Source: an optimization exercise on an open RTL-to-GDS flow (aim: small area). Production flows keep margins and buffers that such runs may drop. Function was checked by simulation only, so behaviour that the tests miss may differ from the original. No driver is modelled on the clock port, so clocking that relies on it looks cheaper here than on a real chip. No activity file was given, so power comes from the tool's default toggle rates.

==> inputs of try-garnet <==
==> flow/design.v <==
module controlador (
    input  logic clk,
    input  logic rst_n,
    input  logic rx_pin,
    output logic tx_pin
);
    localparam logic [3:0] CLR = 4'd0, IDLE = 4'd1, RX = 4'd2, PROC = 4'd3,
                           ACC5 = 4'd4, ACC2 = 4'd5, LOAD = 4'd6, TX = 4'd7,
                           INIT = 4'd8, MUL = 4'd9, DIV = 4'd10, FIN = 4'd11,
                           CONV = 4'd12;
    logic [3:0]  st;
    logic [4:0]  j;
    logic [3:0]  m13;      
    logic [3:0]  cnt;      
    logic [3:0]  cs;
    logic        shown, txq, rxs;
    logic [7:0]  S;        
    logic [15:0] A;
    logic [31:0] B;
    logic        c, c2, d, h1, h2, ah1;
    wire [3:0] jl = j[3:0];
    wire       w2 = j[4];
    wire       end_pass = (j == 5'd31);
    wire       tick = (jl == 4'd15) && (m13 == 4'd12);
    wire       A_out = A[0];
    wire       B_out = B[0];
    wire sq     = (cs == 4'd2);
    wire mul    = (cs == 4'd4);
    wire div    = (cs == 4'd7);
    wire addsub = (cs[3:2] == 2'b01) && (cs[1] ^ cs[0]);
    wire err    = d;           
    wire isdig = (S[7:4] == 4'h3) && (!S[3] || (S[2:1] == 2'b00));
    wire isop  = (S == 8'h2B) || (S == 8'h2D) || (S == 8'h2A) || (S == 8'h2F);
    wire is_s  = (S == 8'h73);
    wire is_q  = (S == 8'h71);
    wire is_r  = (S == 8'h72);
    wire is_eq = (S == 8'h3D) || (S == 8'h0D);
    wire calc  = S[6] ? !S[0] : (S[4] && S[3] && S[2]);
    wire digb = (j[4:2] == 3'b000) && S[j[1:0]];
    logic [15:0] kw;
    always_comb begin
        case (cs[1:0])
            2'd0: kw = 16'd10000;
            2'd1: kw = 16'd1000;
            2'd2: kw = 16'd100;
            default: kw = 16'd10;
        endcase
    end
    wire cbit = kw[jl];
    wire t_old = (jl == 4'd0) || ((jl[3:1] != 3'b000) && A[15]);
    wire t_new = (jl == 4'd0) || ((jl[3:1] != 3'b000) && A[14]);
    wire y_sub = sq ? t_old : A_out;
    wire y_cmp = sq ? t_new : A_out;
    wire hsel  = sq ? h2 : h1;
    logic [7:0] kb;
    always_comb begin
        case (cs)
            4'd10:   kb = err ? 8'h45 : 8'h30;
            4'd11:   kb = err ? 8'h72 : 8'h30;
            4'd12:   kb = err ? 8'h72 : 8'h30;
            4'd13:   kb = 8'h0D;
            4'd14:   kb = 8'h0A;
            4'd8, 4'd9: kb = 8'h30;
            default: kb = 8'h3D;        
        endcase
    end
    wire load_bit = (!err && cs[3:2] == 2'b10 && !j[2]) ? B_out :
                    (!err && cs == 4'd12 && !j[2])      ? A_out : kb[j[2:0]];
    logic x, y, cinit, cfirst, x2, y2;
    logic a_in, b_in, h_in;
    wire cc  = cfirst ? cinit : c;
    wire s   = x ^ y ^ cc;
    wire co  = (x & y) | (cc & (x ^ y));
    wire cc2 = (jl == 4'd0) ? 1'b1 : c2;
    wire co2 = (x2 & y2) | (cc2 & (x2 ^ y2));
    always_comb begin
        x = A_out; y = 1'b0; cinit = 1'b0; cfirst = (jl == 4'd0);
        x2 = s; y2 = ~cbit;
        a_in = A_out; b_in = B_out; h_in = B_out;
        case (st)
            CLR: begin a_in = 1'b0; b_in = 1'b0; end
            ACC5: begin
                cfirst = (j == 5'd0);
                if (cs[2]) begin
                    x = B_out; y = (j[4:1] != 4'd0) && h2; b_in = s;
                end else begin
                    h_in = A_out;
                    x = A_out; y = (j[4:1] != 4'd0) && h2;
                    if (!w2) a_in = s;
                end
            end
            ACC2: begin
                cfirst = (j == 5'd0);
                x = (j != 5'd0) && h1; y = digb;
                if (cs[2]) b_in = s;
                else begin
                    h_in = A_out;
                    if (!w2) a_in = s;
                end
            end
            INIT: begin
                cfirst = (j == 5'd0);
                x = B_out; y = 1'b1;
                if (!w2) begin a_in = B_out; b_in = A_out; end
                else b_in = 1'b0;
            end
            MUL: begin
                if (!w2) b_in = (jl == 4'd0) ? 1'b0 : h1;
                else begin
                    x = (jl != 4'd0) && h1; y = d & A_out; b_in = s;
                end
            end
            DIV: begin
                x = B_out; y = ~(d & y_sub); cinit = 1'b1;
                x2 = hsel; y2 = ~y_cmp;
                if (!w2) b_in = sq ? h2 : ((jl == 4'd0) ? d : h1);
                else begin
                    h_in = s;
                    b_in = hsel;
                    if (sq) a_in = (jl == 4'd0) ? d : ah1;
                end
            end
            FIN: begin
                b_in = 1'b0;
                x = A_out; y = B_out ^ cs[1]; cinit = cs[1];
                if (!w2) begin
                    if (addsub) a_in = s;
                    if (div || sq) a_in = (jl == 4'd0) ? d : (sq ? ah1 : h1);
                end else if (mul) a_in = B_out;
            end
            CONV: begin
                cinit = 1'b1;
                if (!w2) begin x = A_out; y = ~(d & cbit); a_in = s; end
                else begin x = B_out; y = 1'b0; cinit = d; b_in = s; end
            end
            LOAD: if (cs[3:2] == 2'b10) b_in = 1'b0;
            default: ;
        endcase
    end
    wire bitslot = (cnt != 4'd0) && (cnt <= 4'd8);
    wire s_shift = ((st == RX || st == TX) && tick && bitslot) ||
                   (st == LOAD && j[4:3] == 2'b10);
    wire s_in = (st == LOAD) ? load_bit : (st == TX) ? S[0] : rxs;
    assign tx_pin = txq;
    always_ff @(posedge clk) begin
        rxs <= rx_pin;
        A   <= {a_in, A[15:1]};
        B   <= {b_in, B[31:1]};
        h1  <= h_in;
        h2  <= h1;
        ah1 <= A_out;
        c   <= co;
        c2  <= co2;
        if (s_shift) S <= {s_in, S[7:1]};
        if (st == IDLE && !rxs) m13 <= 4'd6;
        else if (jl == 4'd15) m13 <= (m13 == 4'd12) ? 4'd0 : m13 + 4'd1;
        if (!rst_n) begin
            st <= CLR; j <= 5'd0; txq <= 1'b1; cs <= 4'd0;
        end else begin
            j <= j + 5'd1;
            case (st)
                CLR: begin
                    cs <= 4'd0;
                    if (end_pass) st <= IDLE;
                end
                IDLE: if (!rxs) begin st <= RX; cnt <= 4'd0; end
                RX: if (tick) begin
                    cnt <= cnt + 4'd1;
                    if (cnt == 4'd9) st <= PROC;
                end
                PROC: if (end_pass) begin
                    cnt <= 4'd0;
                    case (cs[2:0])
                        3'd0: begin
                            if (isdig) st <= ACC5;
                            else if (isop) begin
                                cs <= {2'b01, S[2], S[2] ? S[1] : S[0]}; st <= TX;
                            end else if (is_s) begin cs <= 4'd1; st <= TX; end
                            else st <= IDLE;
                        end
                        3'd1: if (is_q) begin cs <= 4'd2; st <= TX; end else st <= CLR;
                        3'd2: if (is_r) st <= TX; else st <= CLR;
                        default: begin
                            if (isdig) st <= ACC5;
                            else if (is_eq) st <= LOAD;
                            else st <= IDLE;
                        end
                    endcase
                end
                ACC5: if (end_pass) st <= ACC2;
                ACC2: if (end_pass) st <= TX;
                LOAD: if (j == 5'd23) begin st <= TX; cnt <= 4'd0; end
                TX: begin
                    if (tick && cnt != 4'd11) begin
                        cnt <= cnt + 4'd1;
                        if (cnt == 4'd0) txq <= 1'b0;
                        else if (cnt <= 4'd8) txq <= S[0];
                        else txq <= 1'b1;
                    end
                    if (cnt == 4'd11 && end_pass) begin
                        if (!cs[3]) st <= !calc ? IDLE : addsub ? FIN : INIT;
                        else if (cs == 4'd14) st <= CLR;
                        else begin
                            cs <= cs + 4'd1;
                            st <= (cs < 4'd11 && !err) ? CONV : LOAD;
                        end
                    end
                end
                INIT: if (end_pass) begin
                    cnt <= 4'd0; d <= 1'b0;
                    if (div && !co) begin cs <= 4'd10; d <= 1'b1; st <= LOAD; end
                    else st <= mul ? MUL : DIV;
                end
                MUL: begin
                    if (j == 5'd15) d <= B_out;
                    if (end_pass) begin
                        cnt <= cnt + 4'd1;
                        if (cnt == 4'd15) st <= FIN;
                    end
                end
                DIV: if (end_pass) begin
                    d <= co2 | s;
                    cnt <= cnt + 4'd1;
                    if (cnt[2:0] == 3'd7 && (sq || cnt[3])) st <= FIN;
                end
                FIN: if (end_pass) begin
                    cs <= 4'd8; shown <= 1'b0; d <= 1'b0; st <= CONV;
                end
                CONV: begin
                    if (j == 5'd15) begin
                        d <= co2;
                        if (co2) shown <= 1'b1;
                    end
                    if (end_pass && !d) begin
                        if (shown) st <= LOAD;
                        else begin
                            cs <= cs + 4'd1;
                            if (cs == 4'd11) st <= LOAD;
                        end
                    end
                end
                default: st <= CLR;
            endcase
        end
    end
endmodule
==> flow/flow/run.sh <==
#!/bin/bash
# The standard layout (standard.sh, ORFS's own scripts), with these
# changes to how the layout is made:
#  - ABC's area script (combinational logic only; flip-flops are mapped
#    before ABC runs, so the registers are those of the standard synthesis)
#    is replaced by a stronger area-oriented one (flow/abc_area.script);
#  - CTS does not add dummy loads for skew balancing, and after CTS each
#    clock buffer is downsized as far as the clock-pin slew allows
#    (flow/ck_down.tcl);
#  - the port buffers use the smallest buffer cell.
# All tool output goes to flow.log and ORFS's per-step logs under orfs/logs.
set -euo pipefail
here=$(pwd)
rm -rf "$here/scripts"
cp -r "$FLOW_HOME/scripts" "$here/scripts"
cp "$here/flow/abc_area.script" "$here/scripts/abc_area.script"
cp "$here/flow/ck_down.tcl" "$here/scripts/ck_down.tcl"
sed -i 's/^log_cmd clock_tree_synthesis {\*}\$cts_args/lappend cts_args -dont_use_dummy_load\nlog_cmd clock_tree_synthesis {*}$cts_args\nsource $::env(SCRIPTS_DIR)\/ck_down.tcl/' "$here/scripts/cts.tcl"
sed -i 's/buffer_ports {\*}\[env_var_or_empty BUFFER_PORTS_ARGS\]/buffer_ports -buffer_cell sky130_fd_sc_hd__buf_1/' "$here/scripts/global_place.tcl"
grep -q dont_use_dummy_load "$here/scripts/cts.tcl"
grep -q ck_down.tcl "$here/scripts/cts.tcl"
grep -q "buffer_cell sky130_fd_sc_hd__buf_1" "$here/scripts/global_place.tcl"
bash standard.sh SCRIPTS_DIR="$here/scripts" finish > "$here/flow.log" 2>&1
==> flow/flow/abc_area.script <==
strash
&get -n
&deepsyn -T 20
&put
dch -f
amap
stime -c
==> flow/flow/ck_down.tcl <==
proc ck_max_slew {} {
  set mx 0
  foreach p [get_pins -of_objects [all_registers] -filter "is_clock==1"] {
    set s [get_property $p slew_max]
    if {$s > $mx} {set mx $s}
  }
  return $mx
}
set_propagated_clock [all_clocks]
estimate_parasitics -placement
puts "ck_down: max clock pin slew before [ck_max_slew]"
foreach inst [get_cells -filter "ref_name == sky130_fd_sc_hd__clkbuf_8"] {
  foreach smaller {sky130_fd_sc_hd__clkbuf_2 sky130_fd_sc_hd__clkbuf_4} {
    replace_cell $inst $smaller
    estimate_parasitics -placement
    if {[ck_max_slew] <= 0.110} {
      puts "ck_down: [get_full_name $inst] -> $smaller"
      break
    }
    replace_cell $inst sky130_fd_sc_hd__clkbuf_8
    estimate_parasitics -placement
  }
}
puts "ck_down: max clock pin slew after [ck_max_slew]"
unset_propagated_clock [all_clocks]
==> flow/standard.sh <==
#!/bin/bash
# synth_recipe.tcl (not shown) runs the flow's synth.tcl, then flattens the netlist and writes it again
# the make line also repeats each setting of config.mk as NAME=value (left out here)
make -C /OpenROAD-flow-scripts/flow DESIGN_CONFIG=/design/flow/config.mk WORK_HOME=/design/flow/orfs CLKGATE_MAP_FILE= SYNTH_SCRIPT=/design/flow/synth_recipe.tcl "${@:-finish}"
==> flow/config.mk <==
export PLATFORM = sky130hd
export DESIGN_NAME = controlador
export DESIGN_NICKNAME = controlador
export VERILOG_FILES = /design/flow/design.v
export SDC_FILE = /design/flow/constraint.sdc
export NUM_CORES = 4
export LEC_CHECK = 0
export ABC_AREA = 1
export CAP_MARGIN = 20
export CORE_MARGIN = 2
export CORE_UTILIZATION = 65
export PLACE_DENSITY = 0.8
export SLEW_MARGIN = 20
==> flow/constraint.sdc <==
create_clock -name core_clock -period 40.0 [get_ports {clk}]
set_input_delay 8.0000 -clock core_clock [delete_from_list [all_inputs] [get_ports {clk}]]
set_output_delay 8.0000 -clock core_clock [all_outputs]
set_load 0.01 [all_outputs]
==> inputs of try-lagoon, as changes to try-garnet <==
CORE_UTILIZATION = 45   (was 65)
PLACE_DENSITY = 0.6   (was 0.8)
==> inputs of try-nickel, as changes to try-garnet <==
CORE_UTILIZATION = 80   (was 65)
PLACE_DENSITY = 0.9   (was 0.8)
==> notes.md <==
First-iteration DRC count: try-lagoon < try-garnet < try-nickel. Against try-garnet, the synthesized cell count of try-lagoon is higher by 1.6%. Combinational power: try-garnet > try-nickel > try-lagoon. In sequential cell count, try-nickel and try-lagoon do not differ. Wire length: try-garnet < try-nickel < try-lagoon. Area after synthesis is about the same in try-nickel and try-garnet. try-garnet completed without violations. try-lagoon ran to the end with no violations. try-nickel produced a clean layout. Final area: try-lagoon > try-garnet > try-nickel. Between try-garnet and try-lagoon, the lower final cell count is in try-garnet (gap 6.6%, measured against try-lagoon). In critical path depth, try-nickel and try-lagoon do not differ. In sequential power, try-nickel and try-lagoon hardly differ.

========
==> 01-15: inputs <==
// controlador: RTL as listed in full above, without the edits since
export LEC_CHECK = 0
export ABC_AREA = 1
export CAP_MARGIN = 20
export CORE_MARGIN = 2
export CORE_UTILIZATION = 65
export PLACE_DENSITY = 0.8
export SLEW_MARGIN = 20
create_clock -name core_clock -period 40.0 [get_ports {clk}]
standard.sh (not shown) runs the stock make flow with config.mk's settings and CLKGATE_MAP_FILE= SYNTH_SCRIPT=/design/flow/synth_recipe.tcl, a recipe that flattens the netlist after the stock synthesis.
==> flow/flow/run.sh <==
#!/bin/bash
# The standard layout (standard.sh, ORFS's own scripts), with these
# changes to how the layout is made:
#  - ABC's area script (combinational logic only; flip-flops are mapped
#    before ABC runs, so the registers are those of the standard synthesis)
#    is replaced by a stronger area-oriented one (flow/abc_area.script);
#  - CTS does not add dummy loads for skew balancing, and after CTS each
#    clock buffer is downsized as far as the clock-pin slew allows
#    (flow/ck_down.tcl);
#  - the port buffers use the smallest buffer cell.
# All tool output goes to flow.log and ORFS's per-step logs under orfs/logs.
set -euo pipefail
here=$(pwd)
rm -rf "$here/scripts"
cp -r "$FLOW_HOME/scripts" "$here/scripts"
cp "$here/flow/abc_area.script" "$here/scripts/abc_area.script"
cp "$here/flow/ck_down.tcl" "$here/scripts/ck_down.tcl"
sed -i 's/^log_cmd clock_tree_synthesis {\*}\$cts_args/lappend cts_args -dont_use_dummy_load\nlog_cmd clock_tree_synthesis {*}$cts_args\nsource $::env(SCRIPTS_DIR)\/ck_down.tcl/' "$here/scripts/cts.tcl"
sed -i 's/buffer_ports {\*}\[env_var_or_empty BUFFER_PORTS_ARGS\]/buffer_ports -buffer_cell sky130_fd_sc_hd__buf_1/' "$here/scripts/global_place.tcl"
grep -q dont_use_dummy_load "$here/scripts/cts.tcl"
grep -q ck_down.tcl "$here/scripts/cts.tcl"
grep -q "buffer_cell sky130_fd_sc_hd__buf_1" "$here/scripts/global_place.tcl"
bash standard.sh SCRIPTS_DIR="$here/scripts" finish > "$here/flow.log" 2>&1
==> flow/flow/abc_area.script <==
strash
&get -n
&deepsyn -J 1000
&put
dch -f
amap
stime -c
==> flow/flow/ck_down.tcl <==
proc ck_max_slew {} {
  set mx 0
  foreach p [get_pins -of_objects [all_registers] -filter "is_clock==1"] {
    set s [get_property $p slew_max]
    if {$s > $mx} {set mx $s}
  }
  return $mx
}
set_propagated_clock [all_clocks]
estimate_parasitics -placement
puts "ck_down: max clock pin slew before [ck_max_slew]"
foreach inst [get_cells -filter "ref_name == sky130_fd_sc_hd__clkbuf_8"] {
  foreach smaller {sky130_fd_sc_hd__clkbuf_2 sky130_fd_sc_hd__clkbuf_4} {
    replace_cell $inst $smaller
    estimate_parasitics -placement
    if {[ck_max_slew] <= 0.110} {
      puts "ck_down: [get_full_name $inst] -> $smaller"
      break
    }
    replace_cell $inst sky130_fd_sc_hd__clkbuf_8
    estimate_parasitics -placement
  }
}
puts "ck_down: max clock pin slew after [ck_max_slew]"
unset_propagated_clock [all_clocks]
==> 07-09 (differences from 01-15) <==
--- a/flow/design.v
+++ b/flow/design.v
@@ -13,5 +13,6 @@
     logic [3:0]  m13;      
     logic [3:0]  cnt;      
-    logic [3:0]  cs;
+    logic [3:0]  seq;      
+    logic [2:0]  cs;       
     logic        shown, txq, rxs;
     logic [7:0]  S;        
@@ -25,9 +26,9 @@
     wire       A_out = A[0];
     wire       B_out = B[0];
-    wire sq     = (cs == 4'd2);
-    wire mul    = (cs == 4'd4);
-    wire div    = (cs == 4'd7);
-    wire addsub = (cs[3:2] == 2'b01) && (cs[1] ^ cs[0]);
-    wire err    = d;           
+    wire sq     = (cs == 3'd2);
+    wire err    = (cs == 3'd1);
+    wire mul    = (cs == 3'd4);
+    wire div    = (cs == 3'd7);
+    wire addsub = cs[2] && (cs[1] ^ cs[0]);
     wire isdig = (S[7:4] == 4'h3) && (!S[3] || (S[2:1] == 2'b00));
     wire isop  = (S == 8'h2B) || (S == 8'h2D) || (S == 8'h2A) || (S == 8'h2F);
@@ -36,9 +37,8 @@
     wire is_r  = (S == 8'h72);
     wire is_eq = (S == 8'h3D) || (S == 8'h0D);
-    wire calc  = S[6] ? !S[0] : (S[4] && S[3] && S[2]);
     wire digb = (j[4:2] == 3'b000) && S[j[1:0]];
     logic [15:0] kw;
     always_comb begin
-        case (cs[1:0])
+        case (seq[1:0])
             2'd0: kw = 16'd10000;
             2'd1: kw = 16'd1000;
@@ -55,16 +55,16 @@
     logic [7:0] kb;
     always_comb begin
-        case (cs)
-            4'd10:   kb = err ? 8'h45 : 8'h30;
-            4'd11:   kb = err ? 8'h72 : 8'h30;
-            4'd12:   kb = err ? 8'h72 : 8'h30;
-            4'd13:   kb = 8'h0D;
-            4'd14:   kb = 8'h0A;
-            4'd8, 4'd9: kb = 8'h30;
-            default: kb = 8'h3D;        
+        case (seq[2:0])
+            3'd2:    kb = err ? 8'h45 : 8'h30;
+            3'd3:    kb = err ? 8'h72 : 8'h30;
+            3'd4:    kb = err ? 8'h72 : 8'h30;
+            3'd5:    kb = 8'h0D;
+            3'd6:    kb = 8'h0A;
+            3'd7:    kb = 8'h3D;
+            default: kb = 8'h30;
         endcase
     end
-    wire load_bit = (!err && cs[3:2] == 2'b10 && !j[2]) ? B_out :
-                    (!err && cs == 4'd12 && !j[2])      ? A_out : kb[j[2:0]];
+    wire load_bit = (!err && seq[3:2] == 2'b00 && !j[2]) ? B_out :
+                    (!err && seq == 4'd4 && !j[2])      ? A_out : kb[j[2:0]];
     logic x, y, cinit, cfirst, x2, y2;
     logic a_in, b_in, h_in;
@@ -134,5 +134,5 @@
                 else begin x = B_out; y = 1'b0; cinit = d; b_in = s; end
             end
-            LOAD: if (cs[3:2] == 2'b10) b_in = 1'b0;
+            LOAD: if (seq[3:2] == 2'b00) b_in = 1'b0;
             default: ;
         endcase
@@ -141,5 +141,5 @@
     wire s_shift = ((st == RX || st == TX) && tick && bitslot) ||
                    (st == LOAD && j[4:3] == 2'b10);
-    wire s_in = (st == LOAD) ? load_bit : (st == TX) ? S[0] : rxs;
+    wire s_in = (st == LOAD) ? load_bit : rxs;
     assign tx_pin = txq;
     always_ff @(posedge clk) begin
@@ -156,10 +156,10 @@
         else if (jl == 4'd15) m13 <= (m13 == 4'd12) ? 4'd0 : m13 + 4'd1;
         if (!rst_n) begin
-            st <= CLR; j <= 5'd0; txq <= 1'b1; cs <= 4'd0;
+            st <= CLR; j <= 5'd0; txq <= 1'b1; cs <= 3'd0;
         end else begin
             j <= j + 5'd1;
             case (st)
                 CLR: begin
-                    cs <= 4'd0;
+                    cs <= 3'd0;
                     if (end_pass) st <= IDLE;
                 end
@@ -170,18 +170,18 @@
                 end
                 PROC: if (end_pass) begin
-                    cnt <= 4'd0;
-                    case (cs[2:0])
+                    cnt <= 4'd0; seq <= 4'd8;
+                    case (cs)
                         3'd0: begin
                             if (isdig) st <= ACC5;
                             else if (isop) begin
-                                cs <= {2'b01, S[2], S[2] ? S[1] : S[0]}; st <= TX;
-                            end else if (is_s) begin cs <= 4'd1; st <= TX; end
+                                cs <= {1'b1, S[2], S[2] ? S[1] : S[0]}; st <= TX;
+                            end else if (is_s) begin cs <= 3'd1; st <= TX; end
                             else st <= IDLE;
                         end
-                        3'd1: if (is_q) begin cs <= 4'd2; st <= TX; end else st <= CLR;
-                        3'd2: if (is_r) st <= TX; else st <= CLR;
+                        3'd1: if (is_q) begin cs <= 3'd2; st <= TX; end else st <= CLR;
+                        3'd2: if (is_r) begin seq <= 4'd7; st <= TX; end else st <= CLR;
                         default: begin
                             if (isdig) st <= ACC5;
-                            else if (is_eq) st <= LOAD;
+                            else if (is_eq) begin seq <= 4'd7; st <= LOAD; end
                             else st <= IDLE;
                         end
@@ -199,9 +199,10 @@
                     end
                     if (cnt == 4'd11 && end_pass) begin
-                        if (!cs[3]) st <= !calc ? IDLE : addsub ? FIN : INIT;
-                        else if (cs == 4'd14) st <= CLR;
+                        if (seq[3]) st <= IDLE;
+                        else if (seq == 4'd7) st <= addsub ? FIN : INIT;
+                        else if (seq == 4'd6) st <= CLR;
                         else begin
-                            cs <= cs + 4'd1;
-                            st <= (cs < 4'd11 && !err) ? CONV : LOAD;
+                            seq <= seq + 4'd1;
+                            st <= (seq[2:0] < 3'd3 && !err) ? CONV : LOAD;
                         end
                     end
@@ -209,5 +210,5 @@
                 INIT: if (end_pass) begin
                     cnt <= 4'd0; d <= 1'b0;
-                    if (div && !co) begin cs <= 4'd10; d <= 1'b1; st <= LOAD; end
+                    if (div && !co) begin cs <= 3'd1; seq <= 4'd2; st <= LOAD; end
                     else st <= mul ? MUL : DIV;
                 end
@@ -225,5 +226,5 @@
                 end
                 FIN: if (end_pass) begin
-                    cs <= 4'd8; shown <= 1'b0; d <= 1'b0; st <= CONV;
+                    seq <= 4'd0; shown <= 1'b0; d <= 1'b0; st <= CONV;
                 end
                 CONV: begin
@@ -235,6 +236,6 @@
                         if (shown) st <= LOAD;
                         else begin
-                            cs <= cs + 4'd1;
-                            if (cs == 4'd11) st <= LOAD;
+                            seq <= seq + 4'd1;
+                            if (seq == 4'd3) st <= LOAD;
                         end
                     end
==> flow/flow/run.sh (replaced) <==
#!/bin/bash
set -euo pipefail
here=$(pwd)
rm -rf "$here/scripts"
cp -r "$FLOW_HOME/scripts" "$here/scripts"
cp "$here/flow/abc_area.script" "$here/scripts/abc_area.script"
bash standard.sh SCRIPTS_DIR="$here/scripts" finish > "$here/flow.log" 2>&1
==> flow/flow/abc_area.script (replaced) <==
strash
&get -n
&deepsyn -T 20
&put
dch -f
amap
stime -c
CORE_UTILIZATION = 45   (was 65)
CTS_BUF_LIST = sky130_fd_sc_hd__clkbuf_16   (was not set)
CTS_CLUSTER_DIAMETER = 200   (was not set)
CTS_CLUSTER_SIZE = 50   (was not set)
PLACE_DENSITY = 0.6   (was 0.8)
removed: flow/flow/ck_down.tcl
==> 11-19 (differences from 01-15) <==
--- a/flow/design.v
+++ b/flow/design.v
@@ -52,5 +52,5 @@
     wire y_sub = sq ? t_old : A_out;
     wire y_cmp = sq ? t_new : A_out;
-    wire hsel  = sq ? h2 : h1;
+    wire sq_upd = sq && !cnt[0];
     logic [7:0] kb;
     always_comb begin
@@ -113,10 +113,10 @@
             DIV: begin
                 x = B_out; y = ~(d & y_sub); cinit = 1'b1;
-                x2 = hsel; y2 = ~y_cmp;
-                if (!w2) b_in = sq ? h2 : ((jl == 4'd0) ? d : h1);
+                x2 = h1; y2 = ~y_cmp;
+                if (!w2) b_in = (jl == 4'd0) ? d : h1;
                 else begin
                     h_in = s;
-                    b_in = hsel;
-                    if (sq) a_in = (jl == 4'd0) ? d : ah1;
+                    b_in = h1;
+                    if (sq_upd) a_in = (jl == 4'd0) ? d : ah1;
                 end
             end
@@ -220,7 +220,7 @@
                 end
                 DIV: if (end_pass) begin
-                    d <= co2 | s;
+                    d <= (co2 | s) & !sq_upd;
                     cnt <= cnt + 4'd1;
-                    if (cnt[2:0] == 3'd7 && (sq || cnt[3])) st <= FIN;
+                    if (cnt == 4'd15) st <= FIN;
                 end
                 FIN: if (end_pass) begin
==> flow/flow/abc_area.script (replaced) <==
strash
&get -n
&deepsyn -J 1000
&put
dch -f
amap -F 20 -A 30
stime -c
==> notes.md <==
Between 07-09 and 11-19, the lower first-iteration DRC count is in 07-09 (gap about 40%, measured against 11-19). Register-to-register slack: 01-15 is better than 11-19 (870 ps). In 11-19 the via count is smaller than in 01-15, by 3.4%. The combinational power of 07-09 is 3.3 times that of 11-19. Non-clock buffer count is the same in 11-19 and 07-09. Count of clock-buffer cells in the layout is the same in 11-19 and 07-09. Clock power, highest first: 07-09, 11-19, 01-15. In flip-flop and latch count, 01-15 and 11-19 do not differ. 01-15 passed the timing, DRC and antenna checks. 11-19 ran to the end with no violations. 07-09 completed with no timing, DRC or antenna violations.

[re-timing with driven ports]
The results above use ideal ports. As a check the final layouts listed here were re-extracted and re-timed, cells and wires unchanged.
Step 1 assumes that a clkbuf_16 drives the clock port and a buf_2 every other input.
Step 2 also shifts input and output timing later by t, the mid clock arrival at the registers, as if the neighbouring blocks saw the same clock.
Slacks: ideal ports / drivers / drivers and shift; pairs: ideal ports / drivers.
run	t, ns	setup WS [ns]	worst setup path at the end
try-garnet	0.530	31.026 / 30.997 / 30.571	input to register
try-lagoon	0.546	30.923 / 30.933 / 30.387	input to register
try-nickel	0.570	30.916 / 30.920 / 30.350	input to register
01-15	0.541	30.827 / 30.834 / 30.293	input to register
07-09	0.374	30.324 / 30.340 / 29.966	input to register
11-19	0.534	31.026 / 31.003 / 30.494	input to register
After both steps every run listed still meets setup and hold. The setup slack of try-nickel, which loses most, moves by +0.004 ns with the drivers and by -0.566 ns with both steps.
